This is an optimization exercise on Yosys and OpenROAD, whose aim is small area, not a production implementation. At most, simulation tests tie the RTL to the original design; equivalence was not proved. The RTL of runs 1 to 3 was laid out without a check of its function. No activity file was given, so power comes from the tool's default toggle rates.

<file path="flow/run.sh">
#!/bin/bash
# synth_recipe.tcl (not shown) runs the flow's synth.tcl, then flattens the netlist and writes it again
# the make line also repeats each setting of config.mk as NAME=value (left out here)
make -C /OpenROAD-flow-scripts/flow DESIGN_CONFIG=/design/flow/config.mk WORK_HOME=/design/flow/orfs CLKGATE_MAP_FILE= SYNTH_SCRIPT=/design/flow/synth_recipe.tcl finish
</file>
<file path="flow/config.mk">
export PLATFORM = sky130hd
export DESIGN_NAME = maquina_estados
export DESIGN_NICKNAME = maquina_estados
export VERILOG_FILES = /design/flow/design.v
export SDC_FILE = /design/flow/constraint.sdc
export NUM_CORES = 8
export LEC_CHECK = 0
export CAP_MARGIN = 20
export CORE_MARGIN = 2
export CORE_UTILIZATION = 70
export CTS_BUF_LIST = sky130_fd_sc_hd__clkbuf_8
export CTS_CLUSTER_DIAMETER = 50
export CTS_CLUSTER_SIZE = 16
export GPL_ROUTABILITY_DRIVEN = 1
export PLACE_DENSITY = 0.75
export SLEW_MARGIN = 20
</file>
<file path="flow/constraint.sdc">
create_clock -name core_clock -period 12.0 [get_ports {clk}]
set_input_delay 2.4000 -clock core_clock [delete_from_list [all_inputs] [get_ports {clk}]]
set_output_delay 2.4000 -clock core_clock [all_outputs]
set_load 0.01 [all_outputs]
</file>
<file path="flow/design.v">
`timescale 1ns / 1ps
module maquina_estados(
	input clk,
	input rst,
	input arriba,
	input abajo,
	input izquierda,
	input derecha,
	input pausa,
	output hsync,
	output vsync,
	output [2:0] RED,
	output [2:0] GREEN,
	output [1:0] BLUE
	);
	reg [2:0] bp;
	wire anyb = arriba | abajo | izquierda | derecha | pausa;
	wire [2:0] code = arriba ? 3'd1 : abajo ? 3'd2 : izquierda ? 3'd3 : derecha ? 3'd4 : 3'd5;
	always @(posedge clk)
		if (rst | ~anyb) bp <= 3'd0;
		else if (bp == 3'd0) bp <= code;
	reg [10:0] cnt;
	reg reset_r;           
	reg mover;
	reg [1:0] mode;        
	reg [1:0] dir;         
	reg [2:0] mem;         
	wire cnt_end = (cnt == 11'h33c);
	wire step = cnt_end & ~rst & ~reset_r;
	always @(posedge clk) begin
		if (rst | reset_r) cnt <= 11'h001;
		else if (cnt_end) cnt <= 11'h002;
		else cnt <= {cnt[9:0], cnt[10] ^ cnt[8]};
		mover <= step;
		if (rst | reset_r) begin
			mode <= 2'd0;
			mem <= 3'd0;
		end else if (step) begin
			mem <= bp;
			mode <= nmode;
			dir <= ndir;
		end
	end
	reg [1:0] nmode, ndir;
	always @(*) begin
		nmode = mode;
		ndir = dir;
		case (mode)
			2'd0: if (mem >= 3'd1 && mem <= 3'd4) begin nmode = 2'd1; ndir = mem[1:0] - 2'd1; end
			2'd1: if (mem == 3'd5) nmode = 2'd2;
			      else if (~dir[1] && (mem == 3'd3 || mem == 3'd4)) ndir = mem[1:0] - 2'd1;
			      else if (dir[1] && (mem == 3'd1 || mem == 3'd2)) ndir = mem[1:0] - 2'd1;
			default: if (mem == 3'd5) nmode = 2'd1;
		endcase
	end
	reg c50;
	wire pix_en = ~c50;
	reg [6:0] pq;               
	reg [3:0] pr;
	reg [6:0] vq;               
	reg [3:0] vr;
	reg vse;
	reg clrd;              
	wire p_last = (pq == 7'd85) && (pr == 4'd5);         
	wire p_1038 = (pq == 7'd85) && (pr == 4'd4);
	wire [6:0] pq_inc = pr == 4'd9 ? pq + 7'd1 : pq;
	wire [3:0] pr_inc = pr == 4'd9 ? 4'd0 : pr + 4'd1;
	wire [6:0] hq = clrd ? 7'd109 : p_last ? 7'd109 : pq_inc;   
	wire [3:0] hr = clrd ? 4'd6 : p_last ? 4'd6 : pr_inc;
	wire [6:0] vbq = clrd ? 7'd123 : vq;                           
	wire [3:0] vbr = clrd ? 4'd7 : vr;
	wire v_last = (vbq == 7'd62) && (vbr == 4'd2);
	wire [6:0] vq_inc = v_last ? 7'd123 : (vbr == 4'd9 ? vbq + 7'd1 : vbq);
	wire [3:0] vr_inc = v_last ? 4'd7 : (vbr == 4'd9 ? 4'd0 : vbr + 4'd1);
	always @(posedge clk) begin
		if (rst) c50 <= 1'b0; else c50 <= ~c50;
		if (rst) begin
			pq <= 7'd85; pr <= 4'd5;
			vq <= 7'd123; vr <= 4'd7;
			vse <= 1'b0; clrd <= 1'b0;
		end else if (pix_en) begin
			pq <= hq; pr <= hr;
			clrd <= reset_r;
			if (reset_r) begin
				vq <= vbq; vr <= vbr;
			end else begin
				vse <= ~clrd & p_1038;
				if (vse) begin vq <= vq_inc; vr <= vr_inc; end
				else begin vq <= vbq; vr <= vbr; end
			end
		end
	end
	assign hsync = ~clrd & ~p_last & ((pq <= 7'd85) || (pq >= 7'd122) || (pq == 7'd121 && pr >= 4'd5));
	assign vsync = ~clrd & ((vq <= 7'd62) || (vq >= 7'd125) || (vq == 7'd124 && vr >= 4'd3));
	wire visx = (pq <= 7'd79) && !(pq == 7'd0 && pr == 4'd0);
	wire visy = (vq <= 7'd59) && !(vq == 7'd0 && vr == 4'd0);
	wire vis = visx & visy;
	wire [6:0] cx = pq;
	wire bx = (pr == 4'd0);
	wire [6:0] cy = vq;
	wire by = (vr == 4'd0);
	wire [6:0] pqm1 = pq - 7'd1;
	wire [6:0] vqm1 = vq - 7'd1;
	wire [6:0] cxm1 = pqm1;
	wire [6:0] cym1 = vqm1;
	function inbox;
		input [6:0] kx;
		input [5:0] ky;
		input [6:0] cx_, cxm1_, cy_, cym1_;
		input bx_, by_;
		begin
			inbox = ((kx == cx_) || (bx_ && kx == cxm1_)) &&
			        (({1'b0, ky} == cy_) || (by_ && {1'b0, ky} == cym1_));
		end
	endfunction
	reg [6:0] rx;
	reg [5:0] ry;
	reg rx2, ry2;
	reg [6:0] fx;          
	reg [5:0] fy;
	reg first;
	reg comer;
	always @(posedge clk) begin
		first <= rst;
		if (rst) begin
			rx <= 7'd0; rx2 <= 1'b0;
			ry <= 6'd2; ry2 <= 1'b0;
			fx <= 7'd39; fy <= 6'd29;
		end else begin
			rx2 <= (rx == 7'd79) & ~rx2;
			rx <= rx2 ? 7'd0 : (rx == 7'd79) ? 7'd79 : (rx == 7'd0) ? 7'd4 : rx + 7'd5;
			ry2 <= (ry == 6'd59) & ~ry2;
			ry <= ry2 ? 6'd0 : (ry == 6'd59) ? 6'd59 : (ry == 6'd0) ? 6'd2 : ry + 6'd3;
			if (comer | (reset_r & ~first)) begin
				fx <= rx; fy <= ry;
			end
		end
	end
	reg [6:0] hx;
	reg [5:0] hy;
	reg [6:0] tx;          
	reg [5:0] ty;
	reg tv;                
	reg [5:0] nl;          
	reg [5:0] kc;          
	reg pdrop, ppush;      
	reg [3:0] ll;          
	reg corner;            
	reg hitb, hitt;        
	reg [6:0] ax;
	reg [5:0] ay;
	reg [159:0] ring;
	reg a0, a1, d0, d1, dp;   
	wire domove = mover & (mode == 2'd1);
	wire [6:0] hxp = hx + 7'd1, hxm = hx - 7'd1;
	wire [5:0] hyp = hy + 6'd1, hym = hy - 6'd1;
	wire [6:0] nhx = (dir == 2'd3) ? hxp : (dir == 2'd2) ? hxm : hx;
	wire [5:0] nhy = (dir == 2'd1) ? hyp : (dir == 2'd0) ? hym : hy;
	wire outb = (dir == 2'd0 && hy == 6'd0) || (dir == 2'd1 && hy == 6'd59) ||
	            (dir == 2'd2 && hx == 7'd0) || (dir == 2'd3 && hx == 7'd79);
	wire eat = (hx == fx) && (hy == fy);
	wire rev = tv && (ll[1:0] == 2'd0) && (dir == {ll[3], ~ll[2]});
	wire coll = hitb | (eat & hitt) | (rev & ((nl != 6'd0) | eat)) | outb;
	wire hz = (hx == 7'd0) && (hy == 6'd0);
	wire tz = (tx == 7'd0) && (ty == 6'd0);
	wire [1:0] rel = (dir == ll[3:2]) ? 2'd1 :
	                 (~ll[3] ? (dir == 2'd2 ? 2'd2 : 2'd3) : (dir == 2'd0 ? 2'd2 : 2'd3));
	wire [3:0] lr = ring[159:156];
	wire wr;
	wire [3:0] lk = wr ? ll : lr;       
	wire k0 = (kc == 6'd0);
	wire valid = (kc < nl) | wr;
	wire [6:0] axi = k0 ? tx : ax;
	wire [5:0] ayi = k0 ? ty : ay;
	wire vert = ~lk[3];
	wire two = (lk[1:0] == 2'd1);
	wire [6:0] ddx = vert ? ((lk[1:0] == 2'd2) ? 7'h7f : (lk[1:0] == 2'd3) ? 7'd1 : 7'd0)
	                      : (lk[2] ? (two ? 7'd2 : 7'd1) : (two ? 7'h7e : 7'h7f));
	wire [5:0] ddy = ~vert ? ((lk[1:0] == 2'd2) ? 6'h3f : (lk[1:0] == 2'd3) ? 6'd1 : 6'd0)
	                       : (lk[2] ? (two ? 6'd2 : 6'd1) : (two ? 6'h3e : 6'h3f));
	wire [6:0] ex = axi + ddx;
	wire [5:0] ey = ayi + ddy;
	wire resolve = pdrop & k0;
	assign wr = ppush & (kc == nl);
	wire [6:0] pnx = (ndir == 2'd3) ? hxp : (ndir == 2'd2) ? hxm : hx;
	wire [5:0] pny = (ndir == 2'd1) ? hyp : (ndir == 2'd0) ? hym : hy;
	wire pnhit = valid && (axi == pnx) && (ayi == pny);
	wire ym = ({1'b0, ey} == vq) || ((vr == 4'd0) && {1'b0, ey} == vqm1);
	wire [5:0] tpair = pq[6:1] + 6'd1;
	wire mp = valid & ym & (ex[6:1] == tpair);
	wire m0 = mp & ~ex[0];
	wire m1 = mp & ex[0];
	wire shift = pix_en & (pr == 4'd9) & pq[0];
	wire push = domove & ~coll & (eat ? (~tv | (nl != 6'd40)) : tv);
	wire ph = push & hrow;
	wire hxa = (hx[6:1] == tpair);
	wire pd0 = ph & hxe & ~hx[0];
	wire pd1 = ph & hxe & hx[0];
	wire pdp = ph & hxb;
	wire pa0 = ph & hxa & ~hx[0];
	wire pa1 = ph & hxa & hx[0];
	wire hxn = (hx[6:1] == pq[6:1] + 6'd2);
	wire pn0 = ph & hxn & ~hx[0];
	wire pn1 = ph & hxn & hx[0];
	reg q0, q1;            
	wire hrow = ({1'b0, hy} == cy) || (by && {1'b0, hy} == cym1);
	wire hxe = (hx[6:1] == pq[6:1]);
	wire hxb = (hx == pqm1);
	wire headb = hrow && ((hxe && hx[0] == pq[0]) || (bx && hxb));
	wire fruitb = inbox(fx, fy, cx, cxm1, cy, cym1, bx, by);
	wire tailb = tv & ~pdrop & inbox(tx, ty, cx, cxm1, cy, cym1, bx, by);
	wire hcur = pq[0] ? d1 : d0;
	wire hprev = pq[0] ? d0 : dp;
	wire f00 = (fx == 7'd0) && (fy == 6'd0);
	wire headc = vis ? headb : hz;
	wire fruitc = vis ? fruitb : f00;
	wire body = vis ? (hcur | (bx & hprev) | tailb) : corner;
	wire col_r = ~headc & (fruitc | ~body);
	wire col_b = headc | ~fruitc;
	reg colr, colb, ored, oblue;
	always @(posedge clk) begin
		ax <= ex;
		ay <= ey;
		ring <= {ring[155:0], lk};
		if (rst) begin
			hx <= 7'd4; hy <= 6'd4;
			reset_r <= 1'b1;
			comer <= 1'b0;
			tv <= 1'b0; nl <= 6'd0; kc <= 6'd0;
			pdrop <= 1'b0; ppush <= 1'b0;
			corner <= 1'b0; hitb <= 1'b0; hitt <= 1'b0;
			a0 <= 1'b0; a1 <= 1'b0; d0 <= 1'b0; d1 <= 1'b0; dp <= 1'b0; q0 <= 1'b0; q1 <= 1'b0;
		end else begin
			reset_r <= 1'b0;
			comer <= domove & eat;
			kc <= (resolve | kc == 6'd39) ? 6'd0 : kc + 6'd1;
			if (shift) begin
				dp <= d1 | pd1; d0 <= a0 | m0 | pa0; d1 <= a1 | m1 | pa1;
				a0 <= q0 | pn0; a1 <= q1 | pn1; q0 <= 1'b0; q1 <= 1'b0;
			end else begin
				dp <= dp | pdp; d0 <= d0 | pd0; d1 <= d1 | pd1;
				a0 <= a0 | m0 | pa0; a1 <= a1 | m1 | pa1;
				q0 <= q0 | pn0; q1 <= q1 | pn1;
			end
			if (resolve) begin
				tx <= ex; ty <= ey;
				nl <= nl - 6'd1;
				pdrop <= 1'b0;
				hitb <= 1'b0; hitt <= 1'b0;
			end else if (pnhit) begin
				if (k0) hitt <= 1'b1; else hitb <= 1'b1;
			end
			if (mover) begin
				hitb <= 1'b0; hitt <= 1'b0;
			end
			if (wr) begin
				nl <= nl + 6'd1;
				ppush <= 1'b0;
				ll <= {dir, 2'b00};
			end
			if (domove) begin
				if (coll) begin
					hx <= 7'd4; hy <= 6'd4;
					reset_r <= 1'b1;
					tv <= 1'b0; nl <= 6'd0;
					pdrop <= 1'b0; ppush <= 1'b0;
					corner <= 1'b0;
					a0 <= 1'b0; a1 <= 1'b0; d0 <= 1'b0; d1 <= 1'b0; dp <= 1'b0; q0 <= 1'b0; q1 <= 1'b0;
				end else begin
					hx <= nhx; hy <= nhy;
					if (eat) begin
						if (~tv) begin
							tx <= hx; ty <= hy; tv <= 1'b1;
							ll <= {dir, 2'b00};
							corner <= corner | hz;
						end else if (nl != 6'd40) begin
							ppush <= 1'b1;
							corner <= corner | hz;
						end else begin
							ll <= {ll[3:2], rel};
						end
					end else begin
						if (~tv) begin end
						else if (nl == 6'd0) begin
							tx <= hx; ty <= hy;
							ll <= {dir, 2'b00};
							corner <= (corner & ~tz) | hz;
						end else begin
							pdrop <= 1'b1; ppush <= 1'b1;
							corner <= (corner & ~tz) | hz;
						end
					end
				end
			end
		end
		if (pix_en) begin
			colr <= col_r;
			colb <= col_b;
		end
		if (rst) begin
			ored <= 1'b0; oblue <= 1'b0;
		end else if (pix_en) begin
			ored <= vis & colr;
			oblue <= vis & colb;
		end
	end
	assign RED = {3{ored}};
	assign GREEN = {3{ored & oblue}};
	assign BLUE = {2{oblue}};
endmodule
</file>
==> flow_summary.yaml, run 1 <==
synth:
  async_flop_share: 0
  synthCells: 1510
  synth_edf_count: 21
  synthTopCellsByArea: "dfxtp_1, xnor2_1, ha_1"
  syn_area_um2: 14200
  yosysTopAreaCellShare: 0.408
  avgSynthCellArea_um2: 9.38
  synth_nets: 1571
  synth-seq-cells: 310
  yosys_warnings: 1
  synth_flop_cell: "dfxtp_1"
  synthDistinctLibCells: 85
  synth_largest_area_cell: "dfxtp_1"
  seq_area_frac_synth: 0.453
final_layout:
  nFillCells: 1525
  finalNetCount: 1536
  seqCellArea_um2: 6420
  final_util: 0.742
  diodes: 0
  finalInstanceArea_um2: 14900
  multi_input_area_um2: 7030
  syn2layout_area_growth_pct: 4.95
  drive_above_1_share: 0.0643
job:
  drv_cap: 0
global_route:
  grt_pass1_wl_mm: 53.5
  grt_pass1_vias: 10254
  gr-total-overflow: 0
  grt_max_degree: 45
  grtUsageTotal: 0.307
  antenna_found_initial: 0
route:
  drc: 0
  dr.pass1.iters: 6
  wl_met1_mm: 14.4
  viasPerCell: 6.08
  ant_nets: 0
  route.met3.wl_mm: 2.75
  drt_iter0_markers: 887
  vias: 10726
  wl_mm: 32.6
  wl_per_cell_um: 18.5
  route.met2.wl_mm: 14.5
  top_layer: "met4"
critical_path:
  worst_path_largest_cell_delay_ns: 0.70
  worstPathMaxFanout: 14
  required_ns: 9.60
  arrival_ns: 3.01
  path_cells: "inv_1, ha_1, nand3_1, nor3_1, a31oi_1, a21boi_0, clkdlybuf4s50_1"
  critical_path.endpoint_type: "output port"
  startpoint_type: "flop"
  ff2ff_path_depth: 16
  worstSetupPathType: "flop to output port"
  slowest_stage: "dfxtp_1"
min_path:
  min_path_cells: 0
  hp-class: "flop to flop"
place:
  pre_cts_ws_ns: 7.05
  dpl.hpwl_mm: 23.0
  place_congestion: 0.980
  port_buffers: 16
  placed_area_um2: 14300
pwr:
  ir_drop_mv: 0.141
  leakagePower_nw: 5.86
  p_per_area_nw_per_um2: 139
  power_mw: 2.06
clock_tree:
  numCtsBuffers: 28
  ctsRootBufferMaster: "clkbuf_8"
  hold_buffers: 0
  numClockSinks: 310
  cts_tree: "yes"
  cts_setup_buffers: 0
  insertion_delay_ns: 0.59
  clkTransAtPathRegs_ns: 0.09
  cts_buffer_depth: 3
  cts_resized: 0
  htree_levels: 1
sta:
  setup_slack_ns: 6.59
  tightest_slew_ns: 0.960
  fin_skew_ns: 0.0344
  slew_viol_final: 0
  slew_headroom: 0.360
  max_freq_ghz: 0.185
  finalHoldViolCount: 0
  setup_viol: 0
  tns_ns: 0
  rsz0062_at_grt: "no"
  layout_min_cycle_time_ns: 5.41
  period_share: 0.451
die:
  coreArea_um2: 20000
  die_area_um2: 21400
  pin_count: 17
  fp.dieW_um: 146
  start_util: 0.707
  rows: 52
  fp.dieH_um: 146
run_status:
  status: "complete, no violations"
## flip-flops by register name, indices dropped and copies added, names as in the netlist, 7 cells and up
name	cells
tx	7
vq	7
fx	7
cnt	11
ax	7
pq	7
rx	7
ring	160
hx	7
## cells in the final DEF, fill, tap and decap left out, types with 7 or more instances in the layout
master and instances:
dfxtp_1 289, nor2_1 126, nand2_1 95, xnor2_1 93
a21oi_1 82, inv_1 74, xor2_1 70, o21ai_0 57
nor3_1 55, ha_1 52, mux2i_1 44, nand3_1 41
nand4_1 34, clkbuf_8 31, and3_1 25, nor4_1 21
edfxtp_1 21, a31oi_1 16, clkdlybuf4s50_1 15, nor2b_1 14
buf_4 14, nand2b_1 12, a21o_1 12, a211oi_1 12
and2_1 11, mux2_2 9, o211ai_1 9, or3_1 8
o31ai_1 8, nor3b_1 7
## per-layer routing
metal / vias up / track usage
li1: 5200 / -
met3: 72 / 0.0559
met2: 410 / 0.481
met5: - / 0
met4: 0 / 0.0898
met1: 5044 / 0.439
## per-stage QoR
step | hold WS, ns | std cells
final | 0.323 | 1763
after detailed placement | 0.312 | 1715
after global routing | 0.322 | 1763
after CTS | 0.325 | 1763
after global placement | 0.310 | 1715
after floorplan | 0.310 | 1510
## Yosys cell counts (all sizes together) (7+ instances only)
library cell and number:
inv 71, nand2 96, or3 8, o21ai 59, clkbuf 66, xor2 70, a211oi 12, xnor2 93
ha 52, a21oi 82, nand2b 12, or4 7, buf 28, mux2i 44, nand3 41, nor4 24
o211ai 9, mux2 10, and2 11, o31ai 8, nand4 34, a21o 12, a31oi 17, and3 25
nor3b 7, dfxtp 289, a2111oi 8, edfxtp 21, nor2 127, nor2b 14, nor3 57
## area by class of cell
type,count,share of cell area
clock buffer,31,0.0287
clock inverter,17,0.00867
inverter,72,0.0182
multi-input combinational,1033,0.473
sequential,310,0.432
tap,270,0.0227
timing repair buffer,30,0.0175
## cells by family after synthesis
family / Yosys count / share of synthesized area
AOI/OAI and AO/OA: 268 / 0.123
DFF: 310 / 0.453
buffers and inverters: 167 / 0.0526
adders and majority gates: 54 / 0.0488
and+or+nand+nor: 491 / 0.178
muxes: 54 / 0.0393
xor gates and xnor gates: 166 / 0.106
## path summary, 6_finish.rpt
check / start / end / slack (ns)
max: pq[3]$_SDFFE_PP0P_ / hsync / 6.59
max reg2reg: kc[2]$_SDFF_PP0_ / a0$_SDFF_PP0_ / 7.03
min: ring[50]$_DFF_P_ / ring[54]$_DFF_P_ / 0.32
min reg2reg: ring[50]$_DFF_P_ / ring[54]$_DFF_P_ / 0.32
## worst max-delay path: cells and delay by family (launching register included)
| kind | cells | cell delay (ns) |
|---|---|---|
| flip-flops | 1 | 0.70 |
| adder cells (fa/ha/maj) | 1 | 0.25 |
| buffers and inverters | 2 | 0.77 |
| AO/OA/AOI/OAI | 2 | 0.56 |
| AND/OR/NAND/NOR | 2 | 0.15 |
## power by group
group          internal, mW  leakage, nW  switching [mW]
logic                 0.141         3.01           0.177
clock network         0.253        0.309           0.360
registers              1.08         2.54          0.0528
total                  1.47         5.86           0.589
==> run 2: changes to the inputs <==
==> flow/flow/run.sh (new file) <==
#!/bin/bash
# Layout flow: the standard flow (standard.sh), except that synthesis maps the
# combinational logic with an area-oriented ABC script (flow/abc_area.script) in place
# of ORFS's abc_speed.script. Registers, synthesis passes, flattening and renaming are
# the standard ones (same synth_recipe.tcl); only the ABC mapping script differs.
set -euo pipefail
here=$(pwd)
rm -rf "$here/scripts_area"
cp -r "$FLOW_HOME/scripts" "$here/scripts_area"
cp "$here/flow/abc_area.script" "$here/scripts_area/abc_speed.script"
# standard.sh's make command, with SCRIPTS_DIR pointing at the copy, for synthesis only
sed "s#^make -C #make SCRIPTS_DIR=$here/scripts_area -C #" standard.sh > std_area.sh
grep -q "SCRIPTS_DIR=$here/scripts_area" std_area.sh
bash std_area.sh synth > synth.log 2>&1
# the rest of the layout, unchanged
bash standard.sh > layout.log 2>&1
==> flow/flow/abc_area.script (new file) <==
&get -n
&st
&dch -f
&nf -a -R 1000
&st
&syn2
&dch -f
&nf -a -R 1000
&st
&syn2
&dch -f
&nf -a -R 1000
&put
topo
stime -c
dnsize -c
==> flow/standard.sh (new file) <==
#!/bin/bash
# synth_recipe.tcl (not shown) runs the flow's synth.tcl, then flattens the netlist and writes it again
# the make line also repeats each setting of config.mk as NAME=value (left out here)
make -C /OpenROAD-flow-scripts/flow DESIGN_CONFIG=/design/flow/config.mk WORK_HOME=/design/flow/orfs CLKGATE_MAP_FILE= SYNTH_SCRIPT=/design/flow/synth_recipe.tcl "${@:-finish}"
removed: flow/run.sh
==> run 2 against run 1 <==
  * Routed wire length shrank 6.3%
  * Core utilization grew 3.2 points
  * First-iteration DRC count shrank 7.1%
  * Global-route usage grew 0.093 points
  * Combinational power shrank 14%
  * Clock power is essentially flat
  * Power shrank 2.4%
  * Critical path type is now flop to flop
  * Highest routed layer unchanged
==> flow_summary.yaml, run 2 <==
pwr:
  p_seq_frac: 0.561
  swShare: 0.281
  clockPowerShare: 0.303
  switchingPower_uw: 567
  ir_drop_mv: 0.163
  p_per_area_nw_per_um2: 144
  share_comb_of_total_power: 0.136
  power_mw: 2.01
  internal_power_mw: 1.45
  leakagePower_nw: 5.32
final_layout:
  largest_register_ffs: 160
  mostFrequentLayoutCells: "dfxtp_1, nand2_1, nor2_1"
  finalNonFillerCells: 1680
  drive_above_1_share: 0.0317
  reg_top3: "ring: 160 flops, cnt: 11 flops"
  syn2layout_area_growth_pct: 7.47
  finalInstanceArea_um2: 14000
  regMostFlops: "ring"
  layout_commonest_cell: "dfxtp_1"
  finalNetCount: 1496
  nFillCells: 1267
clock_tree:
  cts_setup_buffers: 0
  ctsRootBufferMaster: "clkbuf_8"
  hold_buffers: 0
  cts_buffer_depth: 3
  cts_tree: "yes"
  insertion_delay_ns: 0.59
  htree_levels: 1
  numCtsBuffers: 28
  clkTransAtPathRegs_ns: 0.09
  cts_resized: 0
  numClockSinks: 310
place:
  pre_cts_ws_ns: 6.57
  placed_area_um2: 13400
  port_buffers: 16
  dpl.hpwl_mm: 21.6
  place_congestion: 0.967
  place_inst: 1634
route:
  wl_per_cell_um: 18.2
  vias: 10186
  dr.pass1.iters: 5
  drc: 0
  viasPerCell: 6.06
  drt_iter0_markers: 824
  wl_mm: 30.5
  ant_nets: 0
synth:
  yosys_warnings: 1
  avgSynthCellArea_um2: 9.36
  seq_area_frac_synth: 0.493
  synthTopCellsByArea: "dfxtp_1, xnor2_1, ha_1"
  syn_area_um2: 13000
  synthCells: 1392
  synth_largest_area_cell: "dfxtp_1"
  yosysTopAreaCellShare: 0.444
  synth_edf_count: 21
  async_flop_share: 0
  synth_nets: 1453
  synth_flop_cell: "dfxtp_1"
  yosys.cell_count.top_type: "dfxtp_1"
  synth-seq-cells: 310
  synth_commonest_cells: "dfxtp_1, nand2_1, nor2_1"
  synthDistinctLibCells: 55
die:
  start_util: 0.720
  fp.dieH_um: 140
  coreArea_um2: 18100
  rows: 49
  pin_count: 17
  die_area_um2: 19700
  fp.dieW_um: 140
critical_path:
  reg2reg_to: "a1$_SDFF_PP0_"
  critical_path.endpoint_type: "flop"
  worstSetupPathType: "flop to flop"
  startpoint_type: "flop"
  required_ns: 12.49
  arrival_ns: 6.05
  ff2ff_path_depth: 22
  r2r-start: "nl[2]$_SDFF_PP0_"
  worstPathMaxFanout: 21
  r2r_slack_ns: 6.45
sta:
  slew_viol_final: 0
  setup_slack_ns: 6.45
  fin_skew_ns: 0.0211
  layout_min_cycle_time_ns: 5.55
  period_share: 0.463
  setup_viol: 0
  max_freq_ghz: 0.180
  rsz0062_at_grt: "no"
  tightest_slew_ns: 0.940
  finalHoldViolCount: 0
  tns_ns: 0
  slew_headroom: 0.372
global_route:
  grtUsageTotal: 0.308
  grt_max_degree: 52
  grt_pass1_vias: 9591
  gr-total-overflow: 0
  grt_pass1_wl_mm: 49.1
  antenna_found_initial: 1
min_path:
  hp-class: "flop to flop"
  hold_start: "ring[74]$_DFF_P_"
  min_path_cells: 0
  min_to: "ring[78]$_DFF_P_"
run_status:
  status: "complete, no violations"
job:
  drv_cap: 0
==> run 2: cell count changes after synthesis, moves of 13 or more <==
cell / previous run / this run
clkinv_1: 1 / 65
nand2_1: 95 / 161
buf_1: 13 / 0
clkbuf_1: 62 / 0
mux2i_1: 44 / 14
nor2_1: 126 / 146
nor3_1: 56 / 41
nand4_1: 34 / 17
inv_1: 69 / 0
==> run 2: kinds of logic after synthesis <==
family                     share of synthesized area
adders and majority gates                     0.0530
DFF                                            0.493
buffers and inverters                         0.0228
xor gates and xnor gates                       0.113
and+or+nand+nor                                0.178
muxes                                         0.0134
AOI/OAI and AO/OA                              0.127
==> run 2: area by class of cell <==
type	count	area (µm²)	area share
antenna	1	2.50	0.000179
multi-input combinational	1010	6310	0.451
sequential	310	6420	0.458
timing repair buffer	20	185	0.0132
clock buffer	31	427	0.0305
tap	229	287	0.0205
inverter	65	244	0.0174
clock inverter	14	124	0.00885
==> run 2: layer usage <==
metal / up-vias / global-route usage / wire (µm)
li1: 4947 / - / -
met2: 406 / 0.489 / 13600
met1: 4754 / 0.434 / 13400
met5: - / 0 / 0
met4: 0 / 0.0984 / 994
met3: 79 / 0.0499 / 2540
==> run 2: worst max path at each step <==
stage	from	to	slack (ns)	cells after the start
final	nl[2]$_SDFF_PP0_	a1$_SDFF_PP0_	6.45	22
after global routing	nl[2]$_SDFF_PP0_	d0$_SDFF_PP0_	6.00	22
after CTS	nl[2]$_SDFF_PP0_	a1$_SDFF_PP0_	6.53	22
after global placement	nl[2]$_SDFF_PP0_	a1$_SDFF_PP0_	6.74	22
after detailed placement	nl[2]$_SDFF_PP0_	d0$_SDFF_PP0_	6.57	22
after floorplan	nl[3]$_SDFF_PP0_	a1$_SDFF_PP0_	7.19	22
==> run 2: critical path, stage by stage (launching register included) <==
cell	delay, ns
dfxtp_1	0.49
clkinv_1	0.15
ha_1	0.30
and4_1	0.21
and3_1	0.19
nand2_1	0.54
mux2i_1	0.48
clkinv_1	0.22
o21ai_0	0.21
ha_1	0.20
clkinv_1	0.08
fa_1	0.40
xnor2_1	0.39
xor2_1	0.10
or4_1	0.41
nor3_1	0.27
nand2_1	0.09
nand3_1	0.10
o21a_1	0.15
nand4_1	0.11
o211ai_1	0.14
nor2_1	0.06
a211oi_1	0.20
==> run 2: through the flow <==
stage / utilization / hold WS (ns)
after detailed placement: 0.743 / 0.312
after floorplan: - / 0.310
after global routing: 0.774 / 0.336
final: 0.774 / 0.328
after CTS: 0.774 / 0.330
after global placement: 0.743 / 0.311
==> run 2: power groups by stage <==
stage / combinational (mW) / clock [mW] / sequential, mW
after CTS: 0.270 / 0.623 / 1.13
after global placement: 0.262 / 0 / 1.15
after detailed placement: 0.267 / 0 / 1.15
after floorplan: 0.211 / 0 / 1.14
after global routing: 0.303 / 0.661 / 1.14
final: 0.273 / 0.611 / 1.13
==> run 3: changes to the inputs <==
==> flow/flow/abc_area.script (replaced) <==
&get -n
&st
&deepsyn -T 60
&dch -f
&nf -a -R 1000
&put
topo
stime -c
dnsize -c
==> run 3 against run 2 <==
  * Still clean on timing, DRC and antenna
  * Core utilization rose by 0.74 points
  * Sequential share of layout area is 1.5 points higher
  * Register-to-register slack improved by 0.18 ns
  * Via count fell by 5.1%
  * Count of clock-buffer cells in the layout fell by 2
  * Fmax grew 1.8%
  * Clock power grew 9.2%
  * Area after synthesis fell by 4.0%
  * Global-route usage increased by 0.95 points
  * Critical endpoint is now hsync
  * Largest power group unchanged
==> flow_summary.yaml, run 3 <==
final_layout:
  drive_above_1_share: 0.0395
  layout_commonest_cell: "dfxtp_1"
  finalNetCount: 1388
  nFillCells: 1188
  syn2layout_area_growth_pct: 8.49
  mostFrequentLayoutCells: "dfxtp_1, nor2_1, nand2_1"
  diodes: 0
  reg_top3: "ring: 160 flops, cnt: 11 flops"
  regMostFlops: "ring"
  largest_register_ffs: 160
sta:
  setup_viol: 0
  slew_headroom: 0.423
  slew_viol_final: 0
  period_share: 0.455
  tightest_slew_ns: 0.864
  max_freq_ghz: 0.183
  timing.hold.ws_ns: 0.327
  fin_skew_ns: 0.0228
  finalHoldViolCount: 0
  rsz0062_at_grt: "no"
  tns_ns: 0
  layout_min_cycle_time_ns: 5.46
critical_path:
  critical_path.endpoint_type: "output port"
  r2r_slack_ns: 6.63
  worstSetupPathType: "flop to output port"
  required_ns: 9.60
  arrival_ns: 3.06
  worstPathMaxFanout: 11
  ff2ff_path_depth: 22
  endpoint: "hsync"
  crit_start: "pq[1]$_SDFFE_PP0P_"
  reg2reg_to: "d0$_SDFF_PP0_"
  startpoint_type: "flop"
  r2r-start: "nl[2]$_SDFF_PP0_"
clock_tree:
  hold_buffers: 0
  insertion_delay_ns: 0.59
  cts_tree: "yes"
  ctsRootBufferMaster: "clkbuf_8"
  cts_resized: 0
  cts_buffer_depth: 3
  clkTransAtPathRegs_ns: 0.09
  htree_levels: 1
  numCtsBuffers: 28
  numClockSinks: 310
  cts_setup_buffers: 0
synth:
  yosys.cell_count.top_type: "dfxtp_1"
  seq_area_frac_synth: 0.513
  synth_commonest_cells: "dfxtp_1, nor2_1, nand2_1"
  syn_area_um2: 12500
  synth_largest_area_cell: "dfxtp_1"
  synth_edf_count: 21
  synthDistinctLibCells: 62
  synth_flop_cell: "dfxtp_1"
  avgSynthCellArea_um2: 9.76
  async_flop_share: 0
  yosysTopAreaCellShare: 0.463
  synth-seq-cells: 310
  synthTopCellsByArea: "dfxtp_1, xnor2_1, ha_1"
  synth_nets: 1342
  yosys_warnings: 1
  synthCells: 1281
die:
  die_area_um2: 18900
  fp.dieW_um: 138
  pin_count: 17
  start_util: 0.720
  fp.dieH_um: 138
  rows: 48
  coreArea_um2: 17400
global_route:
  grtUsageTotal: 0.317
  antenna_found_initial: 0
  grt_pass1_wl_mm: 46.9
  grt_max_degree: 24
  gr-total-overflow: 0
  grt_pass1_vias: 9112
route:
  ant_nets: 0
  wl_mm: 29.5
  drt_iter0_markers: 1094
  viasPerCell: 6.17
  drc: 0
  wl_per_cell_um: 18.8
  vias: 9667
  dr.pass1.iters: 5
pwr:
  leakagePower_nw: 5.05
  p_per_area_nw_per_um2: 152
  power_mw: 2.06
  ir_drop_mv: 0.148
place:
  port_buffers: 16
  place_congestion: 1.01
  dpl.hpwl_mm: 21.0
run_status:
  status: "complete, no violations"
job:
  drv_cap: 0
min_path:
  hp-class: "flop to flop"
-- run 3: cell types whose count changed after synthesis, sizes merged, moves of 9 or more --
cell / before / now
nor2: 146 / 131
o22ai: 7 / 26
a21oi: 79 / 65
and3: 18 / 7
o21ai: 65 / 49
nand3: 38 / 29
nand2: 161 / 113
xor2: 63 / 54
xnor2: 105 / 85
and2: 8 / 21
-- run 3: worst min path at each step --
stage	startpoint	endpoint	slack, ns	cells past startpoint
2_1_floorplan	ring[96]$_DFF_P_	ring[100]$_DFF_P_	0.31	0
3_3_place_gp	ring[40]$_DFF_P_	ring[44]$_DFF_P_	0.31	0
3_5_place_dp	ring[144]$_DFF_P_	ring[148]$_DFF_P_	0.31	0
4_1_cts	ring[90]$_DFF_P_	ring[94]$_DFF_P_	0.33	0
5_1_grt	ring[19]$_DFF_P_	ring[23]$_DFF_P_	0.33	0
6_report	ring[19]$_DFF_P_	ring[23]$_DFF_P_	0.33	0
-- run 3: layout make-up --
type	count	area, µm²	area share
Multi-Input combinational cell	891	5770	0.426
Timing Repair Buffer	23	213	0.0157
Inverter	73	274	0.0202
Clock inverter	17	205	0.0151
Tap cell	225	282	0.0208
Sequential cell	310	6420	0.473
Clock buffer	29	399	0.0294
-- run 3: power breakdown --
| part | switching [mW] | leakage [nW] | internal [mW] |
|---|---|---|---|
| sequential | 0.0454 | 2.53 | 1.08 |
| combinational | 0.158 | 2.20 | 0.112 |
| clock | 0.363 | 0.322 | 0.304 |
| total | 0.567 | 5.05 | 1.49 |
-- run 3: kinds of logic after synthesis --
logic type	Yosys count	share of synthesized area
DFF	310	0.513
AOI/OAI and AO/OA	261	0.136
buffers and inverters	80	0.0261
adders and majority gates	54	0.0553
xor gates and xnor gates	139	0.0974
and+or+nand+nor	422	0.159
muxes	15	0.0120
-- run 3: per-stage QoR --
step | std cells | area [µm²] | utilization | worst slack [ns]
2_1_floorplan | 1281 | 12500 | - | 7.48
3_3_place_gp | 1522 | 12900 | 0.746 | 6.95
3_5_place_dp | 1522 | 12900 | 0.746 | 6.75
4_1_cts | 1568 | 13500 | 0.780 | 6.57
5_1_grt | 1568 | 13600 | 0.781 | 5.94
6_report | 1568 | 13600 | 0.781 | 6.54
-- run 3: routing by layer --
metal	GRT usage	routed length, µm
met3	0.0633	2510
met5	0	0
met2	0.487	12700
met1	0.444	13300
met4	0.121	1000
-- run 3: critical path, stage by stage (launching register included) --
cell	delay [ns]
dfxtp_1	0.67
clkinv_1	0.34
ha_1	0.31
a2111oi_0	0.38
o21ai_0	0.14
and2_0	0.17
clkdlybuf4s50_1	0.47
==> run 4: changes to the inputs <==
--- a/flow/design.v
+++ b/flow/design.v
@@ -118,10 +118,8 @@
 	reg rx2, ry2;
 	reg [6:0] fx;          
 	reg [5:0] fy;
-	reg first;
 	reg comer;
 	always @(posedge clk) begin
-		first <= rst;
 		if (rst) begin
 			rx <= 7'd0; rx2 <= 1'b0;
 			ry <= 6'd2; ry2 <= 1'b0;
@@ -131,7 +129,7 @@
 			rx <= rx2 ? 7'd0 : (rx == 7'd79) ? 7'd79 : (rx == 7'd0) ? 7'd4 : rx + 7'd5;
 			ry2 <= (ry == 6'd59) & ~ry2;
 			ry <= ry2 ? 6'd0 : (ry == 6'd59) ? 6'd59 : (ry == 6'd0) ? 6'd2 : ry + 6'd3;
-			if (comer | (reset_r & ~first)) begin
+			if (comer | (reset_r & (cnt != 11'h001))) begin
 				fx <= rx; fy <= ry;
 			end
 		end
@@ -146,7 +144,7 @@
 	reg pdrop, ppush;      
 	reg [3:0] ll;          
 	reg corner;            
-	reg hitb, hitt;        
+	reg hit;               
 	reg [6:0] ax;
 	reg [5:0] ay;
 	reg [159:0] ring;
@@ -160,7 +158,7 @@
 	            (dir == 2'd2 && hx == 7'd0) || (dir == 2'd3 && hx == 7'd79);
 	wire eat = (hx == fx) && (hy == fy);
 	wire rev = tv && (ll[1:0] == 2'd0) && (dir == {ll[3], ~ll[2]});
-	wire coll = hitb | (eat & hitt) | (rev & ((nl != 6'd0) | eat)) | outb;
+	wire coll = hit | (rev & ((nl != 6'd0) | eat)) | outb;
 	wire hz = (hx == 7'd0) && (hy == 6'd0);
 	wire tz = (tx == 7'd0) && (ty == 6'd0);
 	wire [1:0] rel = (dir == ll[3:2]) ? 2'd1 :
@@ -228,7 +226,7 @@
 			comer <= 1'b0;
 			tv <= 1'b0; nl <= 6'd0; kc <= 6'd0;
 			pdrop <= 1'b0; ppush <= 1'b0;
-			corner <= 1'b0; hitb <= 1'b0; hitt <= 1'b0;
+			corner <= 1'b0; hit <= 1'b0;
 			a0 <= 1'b0; a1 <= 1'b0; d0 <= 1'b0; d1 <= 1'b0; dp <= 1'b0; q0 <= 1'b0; q1 <= 1'b0;
 		end else begin
 			reset_r <= 1'b0;
@@ -246,12 +244,12 @@
 				tx <= ex; ty <= ey;
 				nl <= nl - 6'd1;
 				pdrop <= 1'b0;
-				hitb <= 1'b0; hitt <= 1'b0;
-			end else if (pnhit) begin
-				if (k0) hitt <= 1'b1; else hitb <= 1'b1;
+				hit <= 1'b0;
+			end else if (pnhit & (~k0 | eat)) begin
+				hit <= 1'b1;
 			end
-			if (mover) begin
-				hitb <= 1'b0; hitt <= 1'b0;
+			if (mover | comer) begin
+				hit <= 1'b0;
 			end
 			if (wr) begin
 				nl <= nl + 6'd1;
==> flow/flow/run.sh (replaced) <==
#!/bin/bash
# Layout flow: the standard flow (standard.sh) with two changes:
#  - synthesis maps the combinational logic with an area-oriented ABC script
#    (flow/abc_area.script) in place of ORFS's abc_speed.script; registers, synthesis
#    passes, flattening and renaming stay the standard ones (same synth_recipe.tcl);
#  - clock tree synthesis runs without dummy loads (flow/cts_args).
# Each step's output goes to its own log in this folder (synth.log, layout.log).
set -euo pipefail
here=$(pwd)
rm -rf "$here/scripts_area"
cp -r "$FLOW_HOME/scripts" "$here/scripts_area"
cp "$here/flow/abc_area.script" "$here/scripts_area/abc_speed.script"
cts=$(tr '\n' ' ' < "$here/flow/cts_args")
sed "s#^make -C #make SCRIPTS_DIR=$here/scripts_area CTS_ARGS='$cts' -C #" standard.sh > std_mod.sh
grep -q "SCRIPTS_DIR=$here/scripts_area CTS_ARGS=" std_mod.sh
bash std_mod.sh synth > synth.log 2>&1
bash std_mod.sh > layout.log 2>&1
==> flow/flow/cts_args (new file) <==
-sink_clustering_enable -repair_clock_nets -dont_use_dummy_load -sink_clustering_size 16 -sink_clustering_max_diameter 50 -buf_list sky130_fd_sc_hd__clkbuf_8
--- a/flow/config.mk
+++ b/flow/config.mk
@@ -8,9 +8,6 @@
 export CAP_MARGIN = 20
 export CORE_MARGIN = 2
 export CORE_UTILIZATION = 70
-export CTS_BUF_LIST = sky130_fd_sc_hd__clkbuf_8
-export CTS_CLUSTER_DIAMETER = 50
-export CTS_CLUSTER_SIZE = 16
 export GPL_ROUTABILITY_DRIVEN = 1
 export PLACE_DENSITY = 0.75
 export SLEW_MARGIN = 20
==> run 4 against run 3 <==
  * Critical path type is now flop to flop
  * Clock skew grew 0.057 ns
  * Fmax shrank 10%
  * Routed wire length shrank 0.64%
  * Still clean on timing, DRC and antenna
  * Die area shrank 1.0%
==> flow_summary.yaml, run 4 <==
job:
  drv_cap: 0
clock_tree:
  cts_resized: 0
  hold_buffers: 0
  clkTransAtPathRegs_ns: 0.09
  cts_buffer_depth: 3
  numCtsBuffers: 27
  insertion_delay_ns: 0.59
  cts_tree: "yes"
  htree_levels: 1
  numClockSinks: 308
  ctsRootBufferMaster: "clkbuf_8"
  cts_setup_buffers: 0
final_layout:
  finalNetCount: 1382
  syn2layout_area_growth_pct: 6.84
  layout_commonest_cell: "dfxtp_1"
  finalInstanceArea_um2: 13200
  reg_top3: "ring: 160 flops, cnt: 11 flops"
  mostFrequentLayoutCells: "dfxtp_1, nor2_1, nand2_1"
  largest_register_ffs: 160
  drive_above_1_share: 0.0288
  regMostFlops: "ring"
  nFillCells: 1251
sta:
  slew_headroom: 0.301
  max_freq_ghz: 0.164
  tightest_slew_ns: 1.04
  fin_skew_ns: 0.0797
  rsz0062_at_grt: "no"
  tns_ns: 0
  setup_viol: 0
  slew_viol_final: 0
  period_share: 0.507
  layout_min_cycle_time_ns: 6.08
  finalHoldViolCount: 0
route:
  viasPerCell: 6.15
  wl_per_cell_um: 19.0
  wl_mm: 29.3
  drt_iter0_markers: 915
  vias: 9504
  dr.pass1.iters: 5
  drc: 0
  ant_nets: 0
critical_path:
  slowest_stage: "a2111oi_0"
  critical_path.endpoint_type: "flop"
  worstSetupPathType: "flop to flop"
  path_cells: "clkinv_1, ha_1, nand2_1, nor2_1, and2_0, mux2i_1, o22ai_1, a31o_1, fa_1, xor2_1, xnor2_1, a21oi_1, o211ai_1, a2111oi_0, o21ai_0, a2111oi_0, a221oi_1, o22ai_1"
  worstPathMaxFanout: 12
  startpoint_type: "flop"
  worst_path_largest_cell_delay_ns: 0.85
  arrival_ns: 6.54
  required_ns: 12.46
pwr:
  clockPowerShare: 0.269
  p_seq_frac: 0.589
  internal_power_mw: 1.39
  leakagePower_nw: 5.00
  switchingPower_uw: 506
  swShare: 0.267
  ir_drop_mv: 0.128
  share_comb_of_total_power: 0.142
  power_mw: 1.89
  p_per_area_nw_per_um2: 143
synth:
  yosysTopAreaCellShare: 0.465
  synth_flop_cell: "dfxtp_1"
  async_flop_share: 0
  yosys_warnings: 1
  synth-seq-cells: 308
  synth_largest_area_cell: "dfxtp_1"
  avgSynthCellArea_um2: 9.72
  synthCells: 1272
  synth_nets: 1333
  syn_area_um2: 12400
  synth_edf_count: 21
  synthTopCellsByArea: "dfxtp_1, xnor2_1, ha_1"
  synthDistinctLibCells: 58
  seq_area_frac_synth: 0.516
  synth_commonest_cells: "dfxtp_1, nor2_1, nand2_1"
  yosys.cell_count.top_type: "dfxtp_1"
place:
  dpl.hpwl_mm: 21.0
  placed_area_um2: 12800
  port_buffers: 16
  place_congestion: 0.937
global_route:
  grtUsageTotal: 0.322
  grt_pass1_vias: 9075
  antenna_found_initial: 1
  gr-total-overflow: 0
  grt_max_degree: 29
  grt_pass1_wl_mm: 47.2
die:
  start_util: 0.715
  die_area_um2: 18700
  pin_count: 17
  coreArea_um2: 17300
  rows: 48
  fp.dieW_um: 137
  fp.dieH_um: 137
run_status:
  status: "complete, no violations"
min_path:
  hp-class: "flop to flop"
run 4: worst max-delay path, delay by kind of cell (launching register included):
family                     cells  cell delay [ns]
AOI/OAI and AO/OA              9             2.70
and+or+nand+nor                3             0.78
adders and majority gates      2             0.77
muxes                          1             0.58
xor gates and xnor gates       2             0.51
DFF                            1             0.43
buffers and inverters          1             0.18
run 4: worst paths after layout:
kind	to	slack [ns]	from	cells past startpoint
setup / recovery	d0$_SDFF_PP0_	5.92	nl[2]$_SDFF_PP0_	18
hold / removal	ring[7]$_DFF_P_	0.31	ring[3]$_DFF_P_	0
setup reg to reg	d0$_SDFF_PP0_	5.92	nl[2]$_SDFF_PP0_	18
hold reg to reg	ring[7]$_DFF_P_	0.31	ring[3]$_DFF_P_	0
run 4: cell type report:
type | count | area, µm² | area share
flip-flops and latches | 308 | 6380 | 0.483
multi-input cells | 891 | 5690 | 0.431
clock buffers | 27 | 372 | 0.0281
well taps | 225 | 282 | 0.0213
inverters | 66 | 248 | 0.0188
repair buffers | 27 | 243 | 0.0184
diodes | 1 | 2.50 | 0.000189
run 4: per-stage QoR:
stage	cells	utilization	hold WS (ns)	setup WS, ns
2_1_floorplan	1272	-	0.310	7.26
3_3_place_gp	1517	0.742	0.310	6.31
3_5_place_dp	1517	0.742	0.312	6.06
4_1_cts	1544	0.764	0.286	5.92
5_1_grt	1544	0.764	0.291	5.32
6_report	1545	0.764	0.307	5.92
run 4: layer usage:
layer	track usage	vias to the layer above	wire (µm)
li1	-	4566	-
met1	0.437	4477	12600
met3	0.0604	77	2490
met2	0.516	384	13300
met4	0.115	0	903
met5	0	-	0
run 4: power groups by stage:
stage          logic, mW  clock network [mW]  registers, mW
2_1_floorplan      0.208                   0           1.12
3_3_place_gp       0.255                   0           1.14
3_5_place_dp       0.263                   0           1.14
4_1_cts            0.265               0.515           1.11
5_1_grt            0.299               0.551           1.12
6_report           0.268               0.509           1.12
run 4: cell families (layout without fill, tap and decap cells):
kind of cell | Yosys count | after routing | share of synthesized area
buffers and inverters | 73 | 120 | 0.0243
and+or+nand+nor | 441 | 441 | 0.167
other | 0 | 1 | 0
AOI/OAI and AO/OA | 242 | 242 | 0.126
adders and majority gates | 54 | 54 | 0.0559
xor gates and xnor gates | 139 | 139 | 0.0985
DFF | 308 | 308 | 0.516
muxes | 15 | 15 | 0.0121
==> run 5: changes to the inputs <==
==> flow/flow/run.sh (replaced) <==
#!/bin/bash
# Layout flow: the standard flow (standard.sh) with three changes:
#  - synthesis maps the combinational logic with an area-oriented ABC script
#    (flow/abc_area.script) in place of ORFS's abc_speed.script; registers, synthesis
#    passes, flattening and renaming stay the standard ones (same synth_recipe.tcl);
#  - clock tree synthesis runs without dummy loads (flow/cts_args);
#  - every input and output port still gets its buffer, a buf_1 (flow/port_args).
# Each step's output goes to its own log in this folder (synth.log, layout.log).
set -euo pipefail
here=$(pwd)
rm -rf "$here/scripts_area"
cp -r "$FLOW_HOME/scripts" "$here/scripts_area"
cp "$here/flow/abc_area.script" "$here/scripts_area/abc_speed.script"
cts=$(tr '\n' ' ' < "$here/flow/cts_args")
ports=$(tr '\n' ' ' < "$here/flow/port_args")
sed "s#^make -C #make SCRIPTS_DIR=$here/scripts_area CTS_ARGS='$cts' BUFFER_PORTS_ARGS='$ports' -C #" standard.sh > std_mod.sh
grep -q "SCRIPTS_DIR=$here/scripts_area CTS_ARGS=" std_mod.sh
bash std_mod.sh synth > synth.log 2>&1
bash std_mod.sh > layout.log 2>&1
==> flow/flow/port_args (new file) <==
-buffer_cell sky130_fd_sc_hd__buf_1
==> run 5 against run 4 <==
  * Sequential share of layout area rose by 0.28 points
  * Clock power rose by 3%
  * Final cell count barely moved
  * Worst hold slack got worse by 0.0057 ns
==> flow_summary.yaml, run 5 <==
die:
  start_util: 0.715
  die_area_um2: 18700
  rows: 48
  coreArea_um2: 17300
  pin_count: 17
  fp.dieH_um: 137
  fp.dieW_um: 137
final_layout:
  largest_register_ffs: 160
  seqCellArea_um2: 6380
  layout_commonest_cell: "dfxtp_1"
  regMostFlops: "ring"
  final_util: 0.759
  syn2layout_area_growth_pct: 6.23
  finalInstanceArea_um2: 13100
  diodes: 0
  mostFrequentLayoutCells: "dfxtp_1, nor2_1, nand2_1"
  drive_above_1_share: 0.0303
  multi_input_area_um2: 5690
  reg_top3: "ring: 160 flops, cnt: 11 flops"
  nFillCells: 1238
  finalNetCount: 1384
sta:
  slew_headroom: 0.268
  setup_viol: 0
  rsz0062_at_grt: "no"
  finalHoldViolCount: 0
  tns_ns: 0
  fin_skew_ns: 0.0775
  period_share: 0.502
  tightest_slew_ns: 1.09
  slew_viol_final: 0
  max_freq_ghz: 0.166
  layout_min_cycle_time_ns: 6.02
  timing.hold.ws_ns: 0.302
pwr:
  leakagePower_nw: 4.98
  internal_power_mw: 1.40
  clockPowerShare: 0.275
  p_seq_frac: 0.586
  share_comb_of_total_power: 0.139
  ir_drop_mv: 0.147
  p_per_area_nw_per_um2: 145
  switchingPower_uw: 504
  swShare: 0.265
synth:
  yosysTopAreaCellShare: 0.465
  synth_nets: 1333
  synth_edf_count: 21
  avgSynthCellArea_um2: 9.72
  yosys_warnings: 1
  synthCells: 1272
  seq_area_frac_synth: 0.516
  synthTopCellsByArea: "dfxtp_1, xnor2_1, ha_1"
  syn_area_um2: 12400
  synth_flop_cell: "dfxtp_1"
  synthSimpleGateAreaFrac: 0.167
  synth-seq-cells: 308
  synth_commonest_cells: "dfxtp_1, nor2_1, nand2_1"
  yosys.area_share.adder: 0.0559
  yosys.cell_count.top_type: "dfxtp_1"
  synth_largest_area_cell: "dfxtp_1"
  synth_top_family_by_area: "simple AND/OR/NAND/NOR gates"
  synth-xor-area-share: 0.0985
  synth-compound-area-share: 0.126
  synthDistinctLibCells: 58
  async_flop_share: 0
  muxShareOfSynthArea: 0.0121
clock_tree:
  htree_levels: 1
  ctsRootBufferMaster: "clkbuf_8"
  hold_buffers: 0
  cts_setup_buffers: 0
  numClockSinks: 308
  cts_resized: 0
  cts_buffer_depth: 3
  cts_tree: "yes"
  insertion_delay_ns: 0.60
  clkTransAtPathRegs_ns: 0.09
  numCtsBuffers: 29
critical_path:
  reg2reg_to: "d0$_SDFF_PP0_"
  r2r_slack_ns: 5.98
  ff2ff_path_depth: 18
  arrival_ns: 6.48
  r2r-start: "nl[2]$_SDFF_PP0_"
  startpoint_type: "flop"
  critical_path.endpoint_type: "flop"
  worstSetupPathType: "flop to flop"
  required_ns: 12.47
  worstPathMaxFanout: 12
global_route:
  grt_pass1_vias: 8977
  gr-total-overflow: 0
  grt_max_degree: 29
  antenna_found_initial: 0
  grtUsageTotal: 0.314
  grt_pass1_wl_mm: 46.3
route:
  viasPerCell: 6.11
  ant_nets: 0
  dr.pass1.iters: 5
  wl_per_cell_um: 18.7
  vias: 9452
  wl_mm: 29.0
  drc: 0
  drt_iter0_markers: 731
job:
  drv_cap: 0
place:
  place_congestion: 0.970
  placed_area_um2: 12700
  dpl.hpwl_mm: 20.9
  port_buffers: 16
min_path:
  min_path_cells: 0
  hold_start: "ring[7]$_DFF_P_"
  min_to: "ring[11]$_DFF_P_"
  hp-class: "flop to flop"
run_status:
  status: "complete, no violations"
[run 5: cell counts after synthesis]
No cell type changed its count.
[run 5: how the worst max path moves through the flow]
stage | endpoint | slack [ns] | depth (start not counted) | from
after floorplan | d0$_SDFF_PP0_ | 7.26 | 18 | nl[2]$_SDFF_PP0_
after global placement | d0$_SDFF_PP0_ | 6.28 | 18 | nl[2]$_SDFF_PP0_
after detailed placement | d0$_SDFF_PP0_ | 6.13 | 18 | nl[2]$_SDFF_PP0_
after CTS | d0$_SDFF_PP0_ | 5.97 | 18 | nl[2]$_SDFF_PP0_
after global routing | a1$_SDFF_PP0_ | 5.52 | 18 | nl[2]$_SDFF_PP0_
final | d0$_SDFF_PP0_ | 5.98 | 18 | nl[2]$_SDFF_PP0_
[run 5: power groups by stage]
stage	sequential (mW)	combinational [mW]	clock (mW)
after detailed placement	1.14	0.261	0
after floorplan	1.12	0.208	0
after global routing	1.12	0.295	0.566
final	1.12	0.265	0.523
after global placement	1.14	0.252	0
after CTS	1.11	0.262	0.534
[run 5: cells by family after synthesis]
group,after synthesis
buffers and inverters,73
adder cells (fa/ha/maj),54
multiplexers,15
AND/OR/NAND/NOR,441
XOR/XNOR,139
AO/OA/AOI/OAI,242
flip-flops,308
[run 5: layout make-up]
cell class | instances | area share
clock buffer | 29 | 0.0304
multi-input combinational | 891 | 0.433
sequential | 308 | 0.485
timing repair buffer | 27 | 0.0109
inverter | 66 | 0.0189
tap | 225 | 0.0214
[run 5: worst max-delay path: stages (launching register included)]
cell and delay [ns]:
dfxtp_1 0.43, clkinv_1 0.17, ha_1 0.33, nand2_1 0.06
nor2_1 0.16, and2_0 0.53, mux2i_1 0.55, o22ai_1 0.30
a31o_1 0.29, fa_1 0.43, xor2_1 0.33, xnor2_1 0.18
a21oi_1 0.19, o211ai_1 0.09, a2111oi_0 0.36, o21ai_0 0.19
a2111oi_0 0.86, a221oi_1 0.22, o22ai_1 0.21
[run 5: metrics by stage]
step / power (mW) / worst slack (ns) / std cells
finish: 1.90 / 5.98 / 1546
global route: 1.98 / 5.52 / 1546
CTS: 1.91 / 5.97 / 1546
detailed placement: 1.40 / 6.13 / 1517
global placement: 1.39 / 6.28 / 1517
floorplan: 1.33 / 7.26 / 1272
[run 5: layer usage]
layer / share of wire / global-route usage / vias up
met2: 0.45 / 0.504 / 381
met3: 0.084 / 0.0567 / 80
met1: 0.44 / 0.433 / 4411
li1: - / - / 4580
met5: 0 / 0 / -
met4: 0.029 / 0.103 / 0
==> run 6: changes to the inputs <==
==> flow/flow/cts_args (replaced) <==
-sink_clustering_enable -repair_clock_nets -dont_use_dummy_load -sink_clustering_size 10 -sink_clustering_max_diameter 40 -buf_list sky130_fd_sc_hd__clkbuf_4
==> run 6 against run 5 <==
  * Still clean
  * Global-route usage up 0.56 points
  * Sequential power about the same
  * Flip-flop and latch count unchanged
  * Die area unchanged
  * Sequential share of layout area up 0.33 points
  * First-iteration DRC count down 8.2%
  * Clock skew up 0.020 ns
  * Critical endpoint is now a1$_SDFF_PP0_
==> flow_summary.yaml, run 6 <==
clock_tree:
  hold_buffers: 0
  numClockSinks: 308
  cts_tree: "yes"
  insertion_delay_ns: 0.66
  htree_levels: 2
  clkTransAtPathRegs_ns: 0.10
  numCtsBuffers: 41
  cts_resized: 0
  cts_buffer_depth: 3
  ctsRootBufferMaster: "clkbuf_4"
  cts_setup_buffers: 0
synth:
  synth_commonest_cells: "dfxtp_1, nor2_1, nand2_1"
  async_flop_share: 0
  syn_area_um2: 12400
  synthTopCellsByArea: "dfxtp_1, xnor2_1, ha_1"
  synth-seq-cells: 308
  seq_area_frac_synth: 0.516
  yosysTopAreaCellShare: 0.465
  yosys_warnings: 1
  synthCells: 1272
  synth_top_family_by_area: "simple AND/OR/NAND/NOR gates"
  synth_edf_count: 21
  avgSynthCellArea_um2: 9.72
  synth_largest_area_cell: "dfxtp_1"
  synth_nets: 1333
  synthSimpleGateAreaFrac: 0.167
  yosys.cell_count.top_type: "dfxtp_1"
  synth_flop_cell: "dfxtp_1"
  synth-compound-area-share: 0.126
  yosys.area_share.adder: 0.0559
  synth-xor-area-share: 0.0985
  synthDistinctLibCells: 58
  muxShareOfSynthArea: 0.0121
sta:
  rsz0062_at_grt: "no"
  period_share: 0.507
  fin_skew_ns: 0.0973
  tns_ns: 0
  slew_headroom: 0.358
  max_freq_ghz: 0.164
  slew_viol_final: 0
  finalHoldViolCount: 0
  tightest_slew_ns: 0.939
  setup_viol: 0
  timing.hold.ws_ns: 0.305
  layout_min_cycle_time_ns: 6.08
route:
  viasPerCell: 6.10
  wl_mm: 29.4
  drc: 0
  wl_per_cell_um: 18.8
  ant_nets: 0
  dr.pass1.iters: 7
  drt_iter0_markers: 671
  vias: 9516
final_layout:
  reg_top3: "ring: 160 flops, cnt: 11 flops"
  layout_commonest_cell: "dfxtp_1"
  mostFrequentLayoutCells: "dfxtp_1, nor2_1, nand2_1"
  drive_above_1_share: 0.0390
  regMostFlops: "ring"
  finalNetCount: 1396
  final_util: 0.754
  syn2layout_area_growth_pct: 5.52
  largest_register_ffs: 160
  finalInstanceArea_um2: 13000
place:
  dpl.hpwl_mm: 20.9
  place_congestion: 0.970
  port_buffers: 16
  placed_area_um2: 12700
die:
  start_util: 0.715
  rows: 48
  fp.dieH_um: 137
  die_area_um2: 18700
  pin_count: 17
  coreArea_um2: 17300
  fp.dieW_um: 137
global_route:
  grt_max_degree: 29
  grt_pass1_vias: 9153
  antenna_found_initial: 1
  grtUsageTotal: 0.320
  gr-total-overflow: 0
  grt_pass1_wl_mm: 46.9
critical_path:
  worst_path_largest_cell_delay_ns: 0.90
  ff2ff_path_depth: 18
  path_cells: "clkinv_1, ha_1, nand2_1, nor2_1, and2_0, mux2i_1, o22ai_1, a31o_1, fa_1, xor2_1, xnor2_1, a21oi_1, o211ai_1, a2111oi_0, o21ai_0, a2111oi_0, a221oi_1, o22ai_1"
  slowest_stage: "a2111oi_0"
  arrival_ns: 6.61
  startpoint_type: "flop"
  worstSetupPathType: "flop to flop"
  crit_buf_inv: 1
  critical_path.endpoint_type: "flop"
  crit_start: "nl[2]$_SDFF_PP0_"
  crit_family: "compound AO/OA/AOI/OAI gates"
  worstPathMaxFanout: 12
  r2r-start: "nl[2]$_SDFF_PP0_"
  reg2reg_to: "a1$_SDFF_PP0_"
  required_ns: 12.53
  path_depth: 18
  r2r_slack_ns: 5.92
  endpoint: "a1$_SDFF_PP0_"
min_path:
  hp-class: "flop to flop"
pwr:
  leakagePower_nw: 4.96
  ir_drop_mv: 0.126
  p_per_area_nw_per_um2: 142
job:
  drv_cap: 0
run_status:
  status: "complete, no violations"
[run 6: cell counts after synthesis]
Identical to the previous run, type by type.
[run 6: cell families (layout without fill, tap and decap cells)]
logic type | Yosys count | after routing
simple gates | 441 | 441
flops | 308 | 308
buf+inv | 73 | 134
fa+ha+maj | 54 | 54
other cells | 0 | 1
compound gates | 242 | 242
xor+xnor | 139 | 139
mux | 15 | 15
[run 6: through the flow]
| step | instances | setup slack, ns | total power, mW |
|---|---|---|---|
| after global placement | 1517 | 6.28 | 1.39 |
| after floorplan | 1272 | 7.26 | 1.33 |
| final | 1559 | 5.92 | 1.85 |
| after detailed placement | 1517 | 6.13 | 1.40 |
| after CTS | 1558 | 5.99 | 1.85 |
| after global routing | 1559 | 5.53 | 1.93 |
[run 6: layer usage]
metal / vias up / part of all wire / routed length, µm / global-route usage
met2: 381 / 0.45 / 13200 / 0.503
met3: 93 / 0.081 / 2370 / 0.0641
li1: 4611 / - / - / -
met1: 4431 / 0.43 / 12800 / 0.435
met4: 0 / 0.036 / 1050 / 0.128
met5: - / 0 / 0 / 0
[run 6: worst reg2reg max path: cells and delay by family, from the launching register on]
| kind | cells | cell delay [ns] |
|---|---|---|
| mux | 1 | 0.55 |
| flops | 1 | 0.43 |
| buf+inv | 1 | 0.17 |
| simple gates | 3 | 0.77 |
| xor+xnor | 2 | 0.48 |
| fa+ha+maj | 2 | 0.79 |
| compound gates | 9 | 2.82 |
[run 6: how the worst min path moves through the flow]
stage	end	slack, ns	start	depth (start not counted)
3_3_place_gp	ring[154]$_DFF_P_	0.31	ring[150]$_DFF_P_	0
4_1_cts	ring[11]$_DFF_P_	0.29	ring[7]$_DFF_P_	0
5_1_grt	ring[11]$_DFF_P_	0.26	ring[7]$_DFF_P_	0
3_5_place_dp	ring[121]$_DFF_P_	0.31	ring[117]$_DFF_P_	0
6_report	ring[108]$_DFF_P_	0.30	ring[104]$_DFF_P_	0
2_1_floorplan	ring[100]$_DFF_P_	0.31	ring[96]$_DFF_P_	0
[run 6: power by group]
part / internal (mW) / switching [mW]
Combinational: 0.113 / 0.153
Clock: 0.158 / 0.308
Sequential: 1.07 / 0.0430
Total: 1.34 / 0.505
[run 6: layout make-up]
cell class | count | area [µm²]
well taps | 225 | 282
inverters | 66 | 248
clock buffers | 41 | 308
diodes | 1 | 2.50
fillers | 1274 | 4250
multi-input cells | 891 | 5690
flip-flops and latches | 308 | 6380
repair buffers | 27 | 143
==> run 7: changes to the inputs <==
==> flow/flow/cts_args (replaced) <==
-sink_clustering_enable -repair_clock_nets -dont_use_dummy_load -sink_clustering_size 8 -sink_clustering_max_diameter 35 -buf_list sky130_fd_sc_hd__clkbuf_4
==> run 7 against run 6 <==
  * Setup slack gained 0.10 ns
  * Via count grew 0.92%
  * Count of clock-buffer cells in the layout is 8 higher
  * Combinational power hardly changed
  * Sequential share of layout area down 0.22 points
  * Area after synthesis stayed put
  * Die area unchanged
  * First-iteration DRC count is 4.0% lower
  * Sequential power hardly changed
==> flow_summary.yaml, run 7 <==
pwr:
  internal_power_mw: 1.37
  ir_drop_mv: 0.134
  p_per_area_nw_per_um2: 144
  clockPowerShare: 0.266
  switchingPower_uw: 511
clock_tree:
  cts_setup_buffers: 0
  htree_levels: 2
  numCtsBuffers: 49
  clkTransAtPathRegs_ns: 0.09
  cts_buffer_depth: 3
  ctsRootBufferMaster: "clkbuf_4"
  cts_resized: 0
  cts_tree: "yes"
  numClockSinks: 308
  insertion_delay_ns: 0.68
synth:
  seq_area_frac_synth: 0.516
  synthTopCellsByArea: "dfxtp_1, xnor2_1, ha_1"
  synth_flop_cell: "dfxtp_1"
  synthCells: 1272
  synth-seq-cells: 308
  synthDistinctLibCells: 58
  synth_edf_count: 21
  synth_commonest_cells: "dfxtp_1, nor2_1, nand2_1"
  yosysTopAreaCellShare: 0.465
final_layout:
  layout_commonest_cell: "dfxtp_1"
  finalInstanceArea_um2: 13100
  reg_top3: "ring: 160 flops, cnt: 11 flops"
  regMostFlops: "ring"
  finalNetCount: 1404
  mostFrequentLayoutCells: "dfxtp_1, nor2_1, nand2_1"
  largest_register_ffs: 160
  final_util: 0.758
  drive_above_1_share: 0.0447
  syn2layout_area_growth_pct: 6.00
sta:
  max_freq_ghz: 0.167
  slew_headroom: 0.351
  layout_min_cycle_time_ns: 5.98
  fin_skew_ns: 0.115
  setup_viol: 0
  slew_viol_final: 0
  timing.hold.ws_ns: 0.296
route:
  viasPerCell: 6.13
  wl_mm: 29.5
  drt_iter0_markers: 644
  dr.pass1.iters: 7
  wl_per_cell_um: 18.8
  drc: 0
min_path:
  min_path_cells: 0
  min_to: "ring[108]$_DFF_P_"
die:
  coreArea_um2: 17300
  pin_count: 17
  fp.dieH_um: 137
  die_area_um2: 18700
  rows: 48
global_route:
  grt_pass1_wl_mm: 47.1
  gr-total-overflow: 0
  grtUsageTotal: 0.321
  antenna_found_initial: 2
  grt_pass1_vias: 9232
critical_path:
  worstSetupPathType: "flop to flop"
  ff2ff_path_depth: 18
  startpoint_type: "flop"
  crit_start: "nl[2]$_SDFF_PP0_"
  r2r-start: "nl[2]$_SDFF_PP0_"
  worst_path_largest_cell_delay_ns: 0.86
  reg2reg_to: "a1$_SDFF_PP0_"
  required_ns: 12.53
place:
  dpl.hpwl_mm: 20.9
  port_buffers: 16
  placed_area_um2: 12700
run_status:
  status: "complete, no violations"
==> run 7: changes by cell type in the layout (fill, tap and decap cells not counted) <==
| cell | change |
|---|---|
| clkbuf_4 | +8 |
==> run 7: area by class of cell <==
type / count / area (µm²)
multi-input cells: 891 / 5690
clock buffers: 49 / 368
repair buffers: 27 / 143
flip-flops and latches: 308 / 6380
well taps: 225 / 282
fillers: 1259 / 4190
diodes: 1 / 2.50
inverters: 66 / 248
==> run 7: power groups by stage <==
| stage | logic, mW | clock network (mW) | registers, mW |
|---|---|---|---|
| floorplan | 0.208 | 0 | 1.12 |
| global placement | 0.252 | 0 | 1.14 |
| detailed placement | 0.261 | 0 | 1.14 |
| CTS | 0.263 | 0.514 | 1.11 |
| global route | 0.296 | 0.550 | 1.12 |
| finish | 0.266 | 0.502 | 1.12 |
==> run 7: how the worst max path moves through the flow <==
stage / end / cells after the start
2_1_floorplan: d0$_SDFF_PP0_ / 18
3_3_place_gp: d0$_SDFF_PP0_ / 18
3_5_place_dp: d0$_SDFF_PP0_ / 18
4_1_cts: d0$_SDFF_PP0_ / 18
5_1_grt: a1$_SDFF_PP0_ / 19
6_report: a1$_SDFF_PP0_ / 18
==> run 7: kinds of logic after synthesis <==
logic type	share of synthesized area
compound gates	0.126
mux	0.0121
simple gates	0.167
flops	0.516
buf+inv	0.0243
fa+ha+maj	0.0559
xor+xnor	0.0985
==> run 7: critical path, delay by kind of cell, from the launching register on <==
kind	cells	cell delay [ns]
AO/OA/AOI/OAI	9	2.72
XOR/XNOR	2	0.47
AND/OR/NAND/NOR	3	0.76
multiplexers	1	0.55
buffers and inverters	1	0.17
adder cells (fa/ha/maj)	2	0.79
flip-flops	1	0.42
==> run 7: metrics by stage <==
| step | worst slack, ns | std cells |
|---|---|---|
| after floorplan | 7.26 | 1272 |
| after global placement | 6.28 | 1517 |
| after detailed placement | 6.13 | 1517 |
| after CTS | 6.04 | 1566 |
| after global routing | 5.57 | 1567 |
| final | 6.02 | 1567 |
==> run 7: metal layers <==
layer	GRT usage	wire (µm)	up-vias
met4	0.135	963	2
met5	0	13	-
met1	0.433	12800	4444
li1	-	-	4628
met3	0.0659	2490	89
met2	0.505	13300	441

## static timing again, ports no longer ideal
How much do the figures lean on ideal ports? The routed layouts below were timed once more, with nothing changed but the port constraints. Step 1: set_driving_cell puts a clkbuf_16 on clk and a buf_2 on each other input, an assumption about the parent block. Step 2 times the ports against the registers' clock, not the clock port: input delays grow and output delays shrink by t, the midpoint of the rising clock arrivals with the driver on. a / b / c = no drivers / after step 1 / after step 2; a / b = the first two.
| run | t, ns | setup WS [ns] |
|---|---|---|
| run 1 | 0.612 | 6.590 / 6.549 / 7.033 |
| run 2 | 0.617 | 6.445 / 6.445 / 6.445 |
| run 3 | 0.623 | 6.541 / 6.500 / 6.632 |
| run 4 | 0.589 | 5.916 / 5.916 / 5.916 |
| run 5 | 0.602 | 5.982 / 5.982 / 5.982 |
| run 6 | 0.654 | 5.916 / 5.916 / 5.916 |
| run 7 | 0.674 | 6.020 / 6.020 / 6.020 |
After both steps every run listed still meets setup and hold.
